What follows belongs to an exercise in optimizing a design on an open flow for small area; a production flow would make more cautious choices. Only simulation tests tie the RTL to the original design; equivalence was not proved. Power and IR drop assume default switching activity.

==> inputs of nickel <==
Design Main, start of the top module:
module Main(LED, AN, R, G, B, HS, VS,
            reset, clk, i_0, i_1, i_2, i_3, AI_switch, invis_switch, paddlesize_switch, ballspeed_switch);
clock: 100.0 ns
lec_check: 0
abc_area: 1
cap_margin: 20
core_margin: 2
core_utilization: 70
slew_margin: 20
run.sh (not shown) runs the stock make flow with config.mk's settings and CLKGATE_MAP_FILE= SYNTH_SCRIPT=/design/flow/synth_recipe.tcl, a recipe that flattens the netlist after the stock synthesis.
==> inputs of zinc, as changes to nickel <==
--- a/flow/design.v
+++ b/flow/design.v
@@ -1,15 +1,14 @@
 module Deb454(deb, sig, clk, rst);
   input sig, clk, rst;
   output deb;
   reg [8:0] c;
   always @(posedge clk) begin
     if (rst) c <= 9'd0;
-    else if (c == 9'd0) c <= {8'd0, sig};
-    else if (c == 9'd456) c <= 9'd0;
-    else c <= c + 9'd1;
+    else if (c == 9'd108) c <= 9'd0;
+    else c <= {c[7:0], c[8] ^ c[4]} | {8'd0, (c == 9'd0) & sig};
   end
   assign deb = (c == 9'd2);
 endmodule
 module Main(LED, AN, R, G, B, HS, VS,
             reset, clk, i_0, i_1, i_2, i_3, AI_switch, invis_switch, paddlesize_switch, ballspeed_switch);
   input i_0, i_1, i_2, i_3, clk, reset;
@@ -36,24 +35,28 @@
       4'd7: seg = 7'b0001111;
       4'd8: seg = 7'b0000000;
       4'd9: seg = 7'b0000100;
       default: seg = 7'b0000001;
     endcase
   endfunction
-  reg [13:0] cc;
+  reg [1:0] cl;
+  reg [11:0] cu;
   reg cc_o;
   always @(posedge clk) begin
     if (reset) begin
-      cc <= 14'd0;
+      cl <= 2'd0;
+      cu <= 12'd0;
       cc_o <= 1'b0;
     end else begin
-      cc <= cc + 14'd1;
-      cc_o <= (cc > 14'd8192);
+      cl <= cl + 2'd1;
+      if (cl == 2'd3) cu <= {cu[10:0], cu[11] ^ cu[5] ^ cu[3] ^ cu[0] ^ (cu[10:0] == 11'd0)};
+      if (cu == 12'd1601 && cl == 2'd1) cc_o <= 1'b1;        
+      else if (cu == 12'd0 && cl == 2'd0) cc_o <= 1'b0;      
     end
   end
-  wire pixel_en = (cc[1:0] == 2'd2);
+  wire pixel_en = (cl == 2'd2);
   reg [9:0] hc, vc;
   always @(posedge clk) begin
     if (reset) begin
       hc <= 10'd0;
       vc <= 10'd0;
     end else if (pixel_en) begin
@@ -236,44 +239,45 @@
   end
   wire balltick = gwrap & ~gc_o;
   wire startgamereg = ~mv & (btn_0 | btn_1 | btn_2 | btn_3) & ~gameover;
   reg [14:0] sd;
   always @(posedge clk) begin
     if (reset) sd <= 15'd0;
-    else if (sd == 15'd0 || sd == 15'd25003) sd <= {14'd0, startgamereg};
-    else if (sd == 15'd25002) sd <= 15'd25003;
-    else sd <= sd + 15'd1;
+    else if (sd == 15'd0 || sd == 15'd18002) sd <= {14'd0, startgamereg};
+    else sd <= {sd[13:0], sd[14] ^ sd[13]};
   end
-  wire startgame = (sd >= 15'd2);
+  wire startgame = (sd != 15'd0) && (sd != 15'd1);
   reg [15:0] od;
   always @(posedge clk) begin
     if (reset) od <= 16'd0;
-    else if (od == 16'd0) od <= {15'd0, outofbounds};
-    else if (od == 16'd50002) od <= 16'd0;
-    else od <= od + 16'd1;
+    else if (od == 16'd63010) od <= 16'd0;
+    else od <= {od[14:0], od[15] ^ od[14] ^ od[12] ^ od[3]} | {15'd0, (od == 16'd0) & outofbounds};
   end
   wire oobd = (od == 16'd2);
   reg [8:0] aipos;
   wire [8:0] comppos = aipos - (paddlewidth / 2);
   reg [8:0] p0, p1;
   wire [8:0] count_0 = AI_switch ? comppos : p0;
   wire [8:0] count_1 = p1;
   wire prst = reset | (s1 > 4'd8) | (s2 > 4'd8);
+  wire [8:0] plim = 9'd470 - {3'd0, paddlewidth};
+  wire p0le = p0 <= plim;
+  wire p0ge = p0 >= 9'd10;
+  wire p1le = p1 <= plim;
+  wire p1ge = p1 >= 9'd10;
   always @(posedge clk) begin
     if (prst) p0 <= 9'd220;
-    else if (btn_0 && p0 >= 10 && p0 <= 470 - paddlewidth) p0 <= p0 - 9'd1;
-    else if (btn_1 && p0 <= 470 - paddlewidth && p0 >= 10) p0 <= p0 + 9'd1;
-    else if (p0 < 10) p0 <= 9'd10;
-    else if (p0 > 470 - paddlewidth) p0 <= 470 - paddlewidth;
+    else if (p0ge && p0le && (btn_0 || btn_1)) p0 <= p0 + {{8{btn_0}}, 1'b1};
+    else if (!p0ge) p0 <= 9'd10;
+    else if (!p0le) p0 <= plim;
   end
   always @(posedge clk) begin
     if (prst) p1 <= 9'd220;
-    else if (btn_2 && p1 >= 10 && p1 <= 470 - paddlewidth) p1 <= p1 - 9'd1;
-    else if (btn_3 && p1 <= 470 - paddlewidth && p1 >= 10) p1 <= p1 + 9'd1;
-    else if (p1 < 10) p1 <= 9'd10;
-    else if (p1 > 470 - paddlewidth) p1 <= 470 - paddlewidth;
+    else if (p1ge && p1le && (btn_2 || btn_3)) p1 <= p1 + {{8{btn_2}}, 1'b1};
+    else if (!p1ge) p1 <= 9'd10;
+    else if (!p1le) p1 <= plim;
   end
   wire yT = (by <= 10);
   wire yB = (by >= 462);
   wire xL = (bx <= 20);
   wire mid = (by >= 10) && (by <= 462) && (bx >= 20) && (bx <= 296);
   wire [8:0] cpad = xL ? count_0 : count_1;
@@ -361,17 +365,17 @@
       hitreg <= ~(aicnt >= 7'd100 && ~oob_edge);
       noise <= ~aicnt[0];
     end
   end
   reg [8:0] c220;
   always @(posedge clk) begin
-    if (reset) c220 <= 9'd0;
-    else if (c220 == 9'd455) c220 <= 9'd0;
-    else c220 <= c220 + 9'd1;
+    if (reset) c220 <= 9'd1;
+    else if (c220 == 9'd108) c220 <= 9'd1;
+    else c220 <= {c220[7:0], c220[8] ^ c220[4]};
   end
-  wire tick220 = (c220 == 9'd227);
+  wire tick220 = (c220 == 9'd374);
   wire aiplay = (bx < 9'd160) && mv && left && AI_switch;
   wire [4:0] hp = paddlewidth[5:1];             
   wire [3:0] qn = noise ? paddlewidth[5:2] : 4'd0;   
   wire signed [11:0] sby = {3'b0, by};
   wire signed [11:0] sap = {3'b0, aipos};
   wire signed [11:0] shp = {7'b0, hp};
==> flow/flow/run.sh (new file) <==
#!/bin/bash
# Own layout flow: the standard synthesis, then the combinational logic between the
# registers is re-mapped for area with ABC (registers untouched), then the standard
# layout from floorplan to finish.
set -euo pipefail
WORK=$(pwd)
R=$WORK/orfs/results/${FLOW_PLATFORM}/Main/base
YOSYS=${FLOW_HOME}/../tools/install/yosys/bin/yosys
LIB=${FLOW_HOME}/platforms/${FLOW_PLATFORM}/lib/sky130_fd_sc_hd__tt_025C_1v80.lib

bash standard.sh synth > $WORK/flow_synth.log 2>&1

cp $R/1_2_yosys.v $WORK/std_synth.v
ABC_SCRIPT=$(cat $WORK/flow/abc.script | tr -d '\n')
$YOSYS -p "
read_liberty -ignore_miss_func $LIB
read_verilog $WORK/std_synth.v
hierarchy -top ${FLOW_TOP}
setattr -mod -set keep_hierarchy 1 sky130_fd_sc_hd__df*
flatten
opt_clean -purge
abc -liberty $LIB -script +$ABC_SCRIPT -dont_use *probe* -dont_use *lpflow*
opt_clean -purge
hilomap -singleton -hicell sky130_fd_sc_hd__conb_1 HI -locell sky130_fd_sc_hd__conb_1 LO
insbuf -buf sky130_fd_sc_hd__buf_4 A X
splitnets
opt_clean -purge
select ${FLOW_TOP}
tee -o $WORK/reopt_stat.txt stat -liberty $LIB
write_verilog -noattr -nohex -nodec -selected $WORK/reopt.v
" > $WORK/flow_reopt.log 2>&1

cp $WORK/reopt.v $R/1_2_yosys.v
rm -f $R/1_synth.odb
bash standard.sh finish > $WORK/flow_layout.log 2>&1
==> flow/flow/abc.script (new file) <==
strash;&get,-n;&deepsyn,-T,60;&put;&get,-n;&nf;&put
==> flow/standard.sh (new file) <==
#!/bin/bash
# synth_recipe.tcl (not shown) runs the flow's synth.tcl, then flattens the netlist and writes it again
# the make line also repeats each setting of config.mk as NAME=value (left out here)
make -C /OpenROAD-flow-scripts/flow DESIGN_CONFIG=/design/flow/config.mk WORK_HOME=/design/flow/orfs CLKGATE_MAP_FILE= SYNTH_SCRIPT=/design/flow/synth_recipe.tcl "${@:-finish}"
--- a/flow/config.mk
+++ b/flow/config.mk
@@ -5,8 +5,8 @@
 export SDC_FILE = /design/flow/constraint.sdc
 export NUM_CORES = 4
 export LEC_CHECK = 0
 export ABC_AREA = 1
 export CAP_MARGIN = 20
 export CORE_MARGIN = 2
-export CORE_UTILIZATION = 70
+export CORE_UTILIZATION = 55
 export SLEW_MARGIN = 20
removed: flow/run.sh
==> notes <==
Between nickel and zinc, the lower count of clock-buffer cells in the layout is in zinc (gap 2). In zinc the worst hold slack is worse than in nickel, by 13 ps. Between zinc and nickel, the lower first-iteration DRC count is in zinc (gap about 34%, measured against nickel). In combinational power, nickel is at 2.9 times the value of zinc. Sequential cell count is the same in nickel and zinc. Between zinc and nickel, the lower routed wire length is in zinc (gap 27%, measured against nickel). Against nickel, the clock skew of zinc is lower by 26 ps.

==> afterwards: timing with drivers on the ports <==
How much do the figures lean on ideal ports? The routed layouts below were timed once more, with nothing changed but the port constraints.
Step 1 assumes that a clkbuf_16 drives the clock port and a buf_2 every other input.
Step 2 moves the port delays by t, midway between the first and last clock arrival at a register: inputs arrive t later, outputs are due t later. That takes back most of the time a late clock gives input paths.
Three values: ideal ports, drivers, drivers and shift; two values: the first two.
run	t (ns)	setup slack, ns	hold slack, ns	clock arrival spread, ns	worst register clock-pin slew, ns
nickel	0.625	74.502 / 74.495 / 73.870	0.449 / 0.449 / 0.449	0.048 / 0.049	0.07 / 0.07
zinc	0.590	74.385 / 74.414 / 73.824	0.436 / 0.436 / 0.436	0.023 / 0.022	0.07 / 0.07
After both steps setup and hold are still met in every run listed. For nickel, which loses most, drivers alone change the setup slack by -0.007 ns; drivers and shift together by -0.632 ns.
